Source: an optimization exercise on an open RTL-to-GDS flow (aim: small area). Production flows keep margins and buffers that such runs may drop. Where RTL was checked, it was by simulation tests only, not by an equivalence proof against the original. Power is estimated from default activity; no workload was simulated.

==> flow/design.v <==
`timescale 1ns/1ns
module TX(input clk, input rst, input in, input run, input [3:0]rate, input tx_request, output [51:0]out, output valid, output ready, output [1:0]cr, output [1:0]mod);
reg m1, m0, c1;
assign mod = {m1, m0};
assign cr = {c1, ~c1 & m1 & m0};
wire m3 = m1 & m0;
wire m2 = m1 & ~m0;
wire nz = m1 | m0;
wire cr_half = ~c1 & ~cr[0];
always @(posedge clk, negedge rst) begin
	if(~rst) begin
		m1 <= 1'b1; m0 <= 1'b1; c1 <= 1'b1;
	end
	else if(tx_request) begin
		m1 <= ~(rate[2] & rate[0]);
		m0 <= ~(rate[3] & rate[0]);
		c1 <= rate[1] | ~rate[0];
	end
end
reg st;               
reg [6:0] scn;        
reg [6:0] d;          
reg [1:0] q;          
reg en, enb;          
wire vr = run & st;
wire fb = scn[6] ^ scn[3];
wire en_n = vr & (cr_half | q != 2'd1);
assign ready = st;
always @(posedge clk, negedge rst) begin
	if(~rst) begin
		st <= 1'b0;
		scn <= 7'h00;
		d <= 7'd0;
		q <= 2'd0;
		en <= 1'b0;
	end
	else begin
		st <= 1'b1;
		en <= en_n;
		if(vr) begin
			scn <= {scn[5:0], ~fb};
			d <= {d[5:0], in ^ fb};
			q <= (q == 2'd3 || (q == 2'd2 && c1)) ? 2'd0 : q + 2'd1;
		end
	end
end
always @(posedge clk) enb <= ~en_n;
wire ea = d[0] ^ d[2] ^ d[3] ^ d[5] ^ d[6];
wire eb = d[0] ^ d[1] ^ d[2] ^ d[3] ^ d[6];
reg r1, r2;
wire qa = q[0] ^ q[1];
wire xa = (cr_half | qa) ? ea : (q[0] | c1) ? r1 : r2;
wire xb = (cr[0] & ~qa) ? ea : eb;
always @(posedge clk) begin
	r1 <= ea;
	r2 <= eb;
end
wire mq0 = ~m1 & ~m0;    
wire mq1 = ~m1 & m0;     
reg [136:0] ev, od;
wire g2 = en & m2, g2n = en & ~m2;
wire g1 = en & mq1, g1n = en & ~mq1;
wire g0 = en & mq0, g0n = en & ~mq0;
reg [136:0] evs, ods;    
integer p;
always @(*) begin
	evs = {137{en}} & {xa, ev[136:1]};
	ods = {137{en}} & {xb, od[136:1]};
	evs[128] = g2 & xa | g2n & ev[129];
	ods[128] = g2 & xb | g2n & od[129];
	evs[120] = g1 & xa | g1n & ev[121];
	ods[120] = g1 & xb | g1n & od[121];
	evs[112] = g0 & xa | g0n & ev[113];
	ods[112] = g0 & xb | g0n & od[113];
	for(p = 0; p < 2; p = p + 1) begin
		evs[48*p+32] = g2 & ev[48*p+49] | g2n & ev[48*p+33];
		ods[48*p+32] = g2 & od[48*p+49] | g2n & od[48*p+33];
		evs[48*p+24] = g1 & ev[48*p+57] | g1n & ev[48*p+25];
		ods[48*p+24] = g1 & od[48*p+57] | g1n & od[48*p+25];
		evs[48*p+16] = g0 & ev[48*p+57] | g0n & ev[48*p+17];
		ods[48*p+16] = g0 & od[48*p+57] | g0n & od[48*p+17];
	end
end
always @(posedge clk) begin
	ev <= {evs[136:1] | ({136{enb}} & ev[136:1]), ev[1]};
	od <= {ods[136:1] | ({136{enb}} & od[136:1]), od[1]};
end
reg [4:0] g;
reg [2:0] w;
reg vt;
wire w7 = (w == 3'd7);
wire oph = m1 ? (m0 ? g[4] & ~g[3] & ~g[1] : g[4] & g[1] & g[0]) : (m0 ? g[4] : g[1]);
wire [4:0] gn = {g[3:0], ~(g[4] ^ g[1])};
always @(posedge clk, negedge rst) begin
	if(~rst) begin
		g <= 5'd0;
		w <= 3'd0;
		vt <= 1'b0;
	end
	else begin
		vt <= en & oph;
		w <= ({3{en}} & (w + 3'd1)) | ({3{enb}} & w);
		g <= ({5{en & w7}} & (oph ? 5'd0 : gn)) | ({5{enb | ~w7}} & g);
	end
end
assign valid = vt;
reg [6:0] pln;
wire pw = oph & (w == 3'd0);        
always @(posedge clk, negedge rst) begin
	if(~rst) pln <= 7'h00;
	else pln <= ({7{en & pw}} & {pln[5:0], ~(pln[6] ^ pln[3])}) | ({7{enb | ~pw}} & pln);
end
wire J0 = (w == 3'd1) | (w == 3'd4) | (w == 3'd7);
wire J1 = (w == 3'd2) | (w == 3'd5) | (w == 3'd0);
wire J2 = (w == 3'd3) | (w == 3'd6);
wire A0 = m3 & J0, A1 = m3 & J2, A2 = m3 & J1;
wire B0 = m3 & J1, B1 = m3 & J0, B2 = m3 & J2;
wire [2:0] le0 = {A2 | ~m1, A1 | m2, A0};
wire [2:0] le3 = {A2, A1, A0 | ~m3};
wire [2:0] le2 = {A2, A1, A0};
wire [2:0] lo0 = {B2 | ~m3, B1, B0};
wire [2:0] lo1 = {B2, B1, B0 | m2};
wire [2:0] lo2 = {B2, B1, B0};
wire [2:0] lo3 = {B2, B1 | m2, B0 | ~m1};
wire [2:0] lo4 = {B2 | m2, B1, B0};
function [7:0] sub(input [5:0] t, input [2:0] s0, input [2:0] s1, input [2:0] s2, input [2:0] s3, input [2:0] s4, input [2:0] s5, input m3, input m1, input nz);
	reg n0, n1, n2, n3, n4, n5;
	begin
		n0 = ~(s0[0] & t[0] | s0[1] & t[1] | s0[2] & t[2]);
		n1 = ~(s1[0] & t[1] | s1[1] & t[2] | s1[2] & t[0]);
		n2 = ~(s2[0] & t[2] | s2[1] & t[0] | s2[2] & t[1]);
		n3 = ~(s3[0] & t[3] | s3[1] & t[4] | s3[2] & t[5]);
		n4 = ~(s4[0] & t[4] | s4[1] & t[5] | s4[2] & t[3]);
		n5 = ~(s5[0] & t[5] | s5[1] & t[3] | s5[2] & t[4]);
		sub = {n0, m3 & n1, m1 & ~(n1 ^ n2), 1'b1, nz & n3, m3 & n4, m1 & ~(n4 ^ n5), nz};
	end
endfunction
genvar k;
generate for(k = 0; k < 3; k = k + 1) begin : subc
	wire [5:0] te = {ev[48*k+40], ev[48*k+32], ev[48*k+24], ev[48*k+16], ev[48*k+8], ev[48*k]};
	wire [5:0] to = {od[48*k+40], od[48*k+32], od[48*k+24], od[48*k+16], od[48*k+8], od[48*k]};
	assign out[8*k+7 -: 8] = sub(te, le0, le0, le2, le3, le3, le2, m3, m1, nz);
	assign out[8*k+31 -: 8] = sub(to, lo0, lo1, lo2, lo3, lo4, lo2, m3, m1, nz);
end endgenerate
wire pt = ~pln[0] ^ (w[2] & w[1]);
assign out[51:48] = {~w[0] & pt, 2'b00, ~w[0]};
endmodule
export LEC_CHECK = 0
export CAP_MARGIN = 0
export CORE_MARGIN = 2
export CORE_UTILIZATION = 70
export PLACE_DENSITY = 0.8
export SLEW_MARGIN = 0
create_clock -name core_clock -period 8.0 [get_ports {clk}]
standard.sh (not shown) runs the stock make flow with config.mk's settings and CLKGATE_MAP_FILE= SYNTH_SCRIPT=/design/flow/synth_recipe.tcl, a recipe that flattens the netlist after the stock synthesis.
==> flow/flow/run.sh <==
#!/bin/bash
# ORFS layout as in standard.sh, with these changes:
#  - synthesis maps logic with an area-recovering ABC script (flow/abc_area.script)
#    instead of ORFS's speed script; registers are mapped exactly as before
#  - port buffers use buf_1
#  - the clock tree drives clusters of up to 19 sinks from clkbuf_8 leaf buffers,
#    with clkbuf_4 above them and no dummy loads
#  - the constant outputs share the tie cells (no tie fanout repair)
#  - no adder extraction before ABC (ADDER_MAP_FILE empty), so ABC maps all logic
# make's output goes to flow_run.log; ORFS keeps each step's log under orfs/logs.
set -euo pipefail
W=$(pwd)
F=$W/flow
# synthesis script: ORFS synth.tcl with the ABC script replaced
python3 - "$FLOW_HOME/scripts/synth.tcl" "$W/synth_area.tcl" "$F/abc_area.script" <<'PY'
import sys
src, dst, script = sys.argv[1:]
s = open(src).read()
a = "  log_cmd abc {*}$abc_args\n"
assert s.count(a) == 1
s = s.replace(a, "  set abc_args [lreplace $abc_args 1 1 %s]\n%s" % (script, a))
open(dst, "w").write(s)
PY
sed "s#source \$::env(SCRIPTS_DIR)/synth.tcl#source $W/synth_area.tcl#" synth_recipe.tcl > synth_top.tcl
grep -q "synth_area.tcl" synth_top.tcl
sed -e "s#SYNTH_SCRIPT=[^ ]*#SYNTH_SCRIPT=$W/synth_top.tcl ADDER_MAP_FILE=#" standard.sh > flow_run.sh
grep -q "synth_top.tcl ADDER_MAP_FILE=" flow_run.sh
export SKIP_REPAIR_TIE_FANOUT=1
export BUFFER_PORTS_ARGS="-buffer_cell sky130_fd_sc_hd__buf_1"
export CTS_ARGS="-sink_clustering_enable -repair_clock_nets -dont_use_dummy_load -buf_list sky130_fd_sc_hd__clkbuf_4 -sink_clustering_buffer sky130_fd_sc_hd__clkbuf_8 -sink_clustering_size 19 -sink_clustering_max_diameter 60"
bash flow_run.sh > flow_run.log 2>&1
==> flow/flow/abc_area.script <==
&get -n
&st
&syn2
&dch
&nf -R 1000 -p -F 16 -C 32 -E 100
&put
Next try:
--- a/flow/design.v
+++ b/flow/design.v
@@ -78,15 +78,23 @@
 		evs[48*p+24] = g1 & ev[48*p+57] | g1n & ev[48*p+25];
 		ods[48*p+24] = g1 & od[48*p+57] | g1n & od[48*p+25];
 		evs[48*p+16] = g0 & ev[48*p+57] | g0n & ev[48*p+17];
 		ods[48*p+16] = g0 & od[48*p+57] | g0n & od[48*p+17];
 	end
 end
+reg [136:0] one;
+always @(*) begin
+	one = 137'd0;
+	for(p = 0; p < 3; p = p + 1) begin
+		one[48*p+8] = ~m1;
+		one[48*p+40] = ~m1;
+	end
+end
 always @(posedge clk) begin
-	ev <= {evs[136:1] | ({136{enb}} & ev[136:1]), ev[1]};
-	od <= {ods[136:1] | ({136{enb}} & od[136:1]), od[1]};
+	ev <= {evs[136:1] | ({136{enb}} & ev[136:1]) | one[136:1], ev[1]};
+	od <= {ods[136:1] | ({136{enb}} & od[136:1]) | one[136:1], od[1]};
 end
 reg [4:0] g;
 reg [2:0] w;
 reg vt;
 wire w7 = (w == 3'd7);
 wire oph = m1 ? (m0 ? g[4] & ~g[3] & ~g[1] : g[4] & g[1] & g[0]) : (m0 ? g[4] : g[1]);
@@ -113,35 +121,37 @@
 wire J0 = (w == 3'd1) | (w == 3'd4) | (w == 3'd7);
 wire J1 = (w == 3'd2) | (w == 3'd5) | (w == 3'd0);
 wire J2 = (w == 3'd3) | (w == 3'd6);
 wire A0 = m3 & J0, A1 = m3 & J2, A2 = m3 & J1;
 wire B0 = m3 & J1, B1 = m3 & J0, B2 = m3 & J2;
 wire [2:0] le0 = {A2 | ~m1, A1 | m2, A0};
-wire [2:0] le3 = {A2, A1, A0 | ~m3};
+wire [2:0] le1 = {A2, A1 | m2, A0 | ~m1};
+wire [2:0] le3 = {A2 | mq0, A1, A0 | m2 | mq1};
+wire [2:0] le4 = {A2, A1 | ~m1, A0 | m2};
 wire [2:0] le2 = {A2, A1, A0};
 wire [2:0] lo0 = {B2 | ~m3, B1, B0};
-wire [2:0] lo1 = {B2, B1, B0 | m2};
+wire [2:0] lo1 = {B2, B1, B0 | ~m3};
 wire [2:0] lo2 = {B2, B1, B0};
-wire [2:0] lo3 = {B2, B1 | m2, B0 | ~m1};
-wire [2:0] lo4 = {B2 | m2, B1, B0};
+wire [2:0] lo3 = {B2 | mq0, B1 | m2, B0 | mq1};
+wire [2:0] lo4 = {B2 | m2, B1 | ~m1, B0};
 function [7:0] sub(input [5:0] t, input [2:0] s0, input [2:0] s1, input [2:0] s2, input [2:0] s3, input [2:0] s4, input [2:0] s5, input m3, input m1, input nz);
 	reg n0, n1, n2, n3, n4, n5;
 	begin
 		n0 = ~(s0[0] & t[0] | s0[1] & t[1] | s0[2] & t[2]);
 		n1 = ~(s1[0] & t[1] | s1[1] & t[2] | s1[2] & t[0]);
 		n2 = ~(s2[0] & t[2] | s2[1] & t[0] | s2[2] & t[1]);
 		n3 = ~(s3[0] & t[3] | s3[1] & t[4] | s3[2] & t[5]);
 		n4 = ~(s4[0] & t[4] | s4[1] & t[5] | s4[2] & t[3]);
 		n5 = ~(s5[0] & t[5] | s5[1] & t[3] | s5[2] & t[4]);
-		sub = {n0, m3 & n1, m1 & ~(n1 ^ n2), 1'b1, nz & n3, m3 & n4, m1 & ~(n4 ^ n5), nz};
+		sub = {n0, m3 & n1, ~(n1 ^ n2), 1'b1, n3, m3 & n4, ~(n4 ^ n5), nz};
 	end
 endfunction
 genvar k;
 generate for(k = 0; k < 3; k = k + 1) begin : subc
 	wire [5:0] te = {ev[48*k+40], ev[48*k+32], ev[48*k+24], ev[48*k+16], ev[48*k+8], ev[48*k]};
 	wire [5:0] to = {od[48*k+40], od[48*k+32], od[48*k+24], od[48*k+16], od[48*k+8], od[48*k]};
-	assign out[8*k+7 -: 8] = sub(te, le0, le0, le2, le3, le3, le2, m3, m1, nz);
+	assign out[8*k+7 -: 8] = sub(te, le0, le1, le2, le3, le4, le2, m3, m1, nz);
 	assign out[8*k+31 -: 8] = sub(to, lo0, lo1, lo2, lo3, lo4, lo2, m3, m1, nz);
 end endgenerate
 wire pt = ~pln[0] ^ (w[2] & w[1]);
 assign out[51:48] = {~w[0] & pt, 2'b00, ~w[0]};
 endmodule
Effect:
- clock power decreases by about 1%
- hold slack gets better by 0.021 ns
- non-clock buffer count increases by 1
- worst setup slack gets better by 0.62 ns
- synthesized cell count decreases by 0.36%
- design area barely changes
- fmax increases by 12%
- die area is about the same
- routed wire length decreases by 2.3%
- sequential power increases by 21%
- total power increases by 24%
- combinational power increases by 50%
- global-route usage decreases by 0.88 points
For the second run of this note, only the layout was checked, not whether the RTL still works.

========
RTL: the design.v shown in full above, as it stands there.
==> flow/config.mk <==
export PLATFORM = sky130hd
export DESIGN_NAME = TX
export DESIGN_NICKNAME = TX
export VERILOG_FILES = /design/flow/design.v
export SDC_FILE = /design/flow/constraint.sdc
export NUM_CORES = 8
export LEC_CHECK = 0
export CAP_MARGIN = 20
export CORE_MARGIN = 2
export CORE_UTILIZATION = 70
export PLACE_DENSITY = 0.8
export SLEW_MARGIN = 20
==> flow/constraint.sdc <==
create_clock -name core_clock -period 8.0 [get_ports {clk}]
set_input_delay 1.6000 -clock core_clock [delete_from_list [all_inputs] [get_ports {clk}]]
set_output_delay 1.6000 -clock core_clock [all_outputs]
set_load 0.01 [all_outputs]
==> flow/flow/run.sh <==
#!/bin/bash
# ORFS layout as in standard.sh, with these changes:
#  - synthesis maps logic with an area-recovering ABC script (flow/abc_area.script)
#    instead of ORFS's speed script; registers are mapped exactly as before
#  - port buffers use buf_1
#  - the clock tree uses clkbuf_8 with clusters of up to 18 sinks and no dummy loads
#  - the constant outputs share the tie cells (no tie fanout repair)
# make's output goes to flow_run.log; ORFS keeps each step's log under orfs/logs.
set -euo pipefail
W=$(pwd)
F=$W/flow
# synthesis script: ORFS synth.tcl with the ABC script replaced
python3 - "$FLOW_HOME/scripts/synth.tcl" "$W/synth_area.tcl" "$F/abc_area.script" <<'PY'
import sys
src, dst, script = sys.argv[1:]
s = open(src).read()
a = "  log_cmd abc {*}$abc_args\n"
assert s.count(a) == 1
s = s.replace(a, "  set abc_args [lreplace $abc_args 1 1 %s]\n%s" % (script, a))
open(dst, "w").write(s)
PY
sed "s#source \$::env(SCRIPTS_DIR)/synth.tcl#source $W/synth_area.tcl#" synth_recipe.tcl > synth_top.tcl
grep -q "synth_area.tcl" synth_top.tcl
sed "s#SYNTH_SCRIPT=[^ ]*#SYNTH_SCRIPT=$W/synth_top.tcl#" standard.sh > flow_run.sh
grep -q "synth_top.tcl" flow_run.sh
export SKIP_REPAIR_TIE_FANOUT=1
export BUFFER_PORTS_ARGS="-buffer_cell sky130_fd_sc_hd__buf_1"
export CTS_ARGS="-sink_clustering_enable -repair_clock_nets -dont_use_dummy_load -buf_list sky130_fd_sc_hd__clkbuf_8 -sink_clustering_size 18 -sink_clustering_max_diameter 60"
bash flow_run.sh > flow_run.log 2>&1
Scripts as last shown in full above: flow/flow/abc_area.script
The baseline finished with timing, DRC and antenna clean.
Change:
--- a/flow/design.v
+++ b/flow/design.v
@@ -59,30 +59,21 @@
 wire mq1 = ~m1 & m0;     
 reg [136:0] ev, od;
-wire g2 = en & m2, g2n = en & ~m2;
-wire g1 = en & mq1, g1n = en & ~mq1;
-wire g0 = en & mq0, g0n = en & ~mq0;
-reg [136:0] evs, ods;    
+reg [136:0] evn, odn;
 integer p;
 always @(*) begin
-	evs = {137{en}} & {xa, ev[136:1]};
-	ods = {137{en}} & {xb, od[136:1]};
-	evs[128] = g2 & xa | g2n & ev[129];
-	ods[128] = g2 & xb | g2n & od[129];
-	evs[120] = g1 & xa | g1n & ev[121];
-	ods[120] = g1 & xb | g1n & od[121];
-	evs[112] = g0 & xa | g0n & ev[113];
-	ods[112] = g0 & xb | g0n & od[113];
+	evn = {xa, ev[136:1]};
+	odn = {xb, od[136:1]};
+	if(m2) begin evn[128] = xa; odn[128] = xb; end
+	if(mq1) begin evn[120] = xa; odn[120] = xb; end
+	if(mq0) begin evn[112] = xa; odn[112] = xb; end
 	for(p = 0; p < 2; p = p + 1) begin
-		evs[48*p+32] = g2 & ev[48*p+49] | g2n & ev[48*p+33];
-		ods[48*p+32] = g2 & od[48*p+49] | g2n & od[48*p+33];
-		evs[48*p+24] = g1 & ev[48*p+57] | g1n & ev[48*p+25];
-		ods[48*p+24] = g1 & od[48*p+57] | g1n & od[48*p+25];
-		evs[48*p+16] = g0 & ev[48*p+57] | g0n & ev[48*p+17];
-		ods[48*p+16] = g0 & od[48*p+57] | g0n & od[48*p+17];
+		if(m2) begin evn[48*p+32] = ev[48*p+49]; odn[48*p+32] = od[48*p+49]; end
+		if(mq1) begin evn[48*p+24] = ev[48*p+57]; odn[48*p+24] = od[48*p+57]; end
+		if(mq0) begin evn[48*p+16] = ev[48*p+57]; odn[48*p+16] = od[48*p+57]; end
 	end
 end
 always @(posedge clk) begin
-	ev <= {evs[136:1] | ({136{enb}} & ev[136:1]), ev[1]};
-	od <= {ods[136:1] | ({136{enb}} & od[136:1]), od[1]};
+	ev <= {({136{en}} & evn[136:1]) | ({136{enb}} & ev[136:1]), ev[1]};
+	od <= {({136{en}} & odn[136:1]) | ({136{enb}} & od[136:1]), od[1]};
 end
 reg [4:0] g;
Critical path depth is unchanged.
Power came out higher by 4.9%.
Die area came out higher by 0.51%.
Wire length drops by 2.6%.
Cell area went up by 0.78%.

[port drivers added, routing unchanged]
The results above use ideal ports. As a check the final layouts listed here were re-extracted and re-timed, cells and wires unchanged.
Step 1 sets driving cells, clkbuf_16 on the clock port and buf_2 on the other inputs (assumed; they add their load-dependent delay and slew).
Step 2 times the ports against the registers' clock, not the clock port: input delays grow and output delays shrink by t, the midpoint of the rising clock arrivals with the driver on.
Three values: no drivers, after step 1, after step 2; two values: the first two.
run | shift t [ns] | slack for setup (ns) | hold WS [ns] | clock arrival spread, ns | worst slew at a driven data input, ns
the first run of note 1 | 0.665 | 2.293 / 2.256 / 2.921 | 0.357 / 0.357 / 0.357 | 0.053 / 0.052 | 0.03
the second run of note 1 | 0.673 | 2.909 / 2.871 / 3.544 | 0.378 / 0.378 / 0.378 | 0.035 / 0.034 | 0.03
the first run of note 2 | 0.556 | 2.857 / 2.816 / 3.372 | 0.365 / 0.365 / 0.365 | 0.041 / 0.041 | 0.03
the second run of note 2 | 0.558 | 2.750 / 2.706 / 3.265 | 0.358 / 0.358 / 0.358 | 0.042 / 0.041 | 0.03
After both steps setup and hold are still met in every run listed.
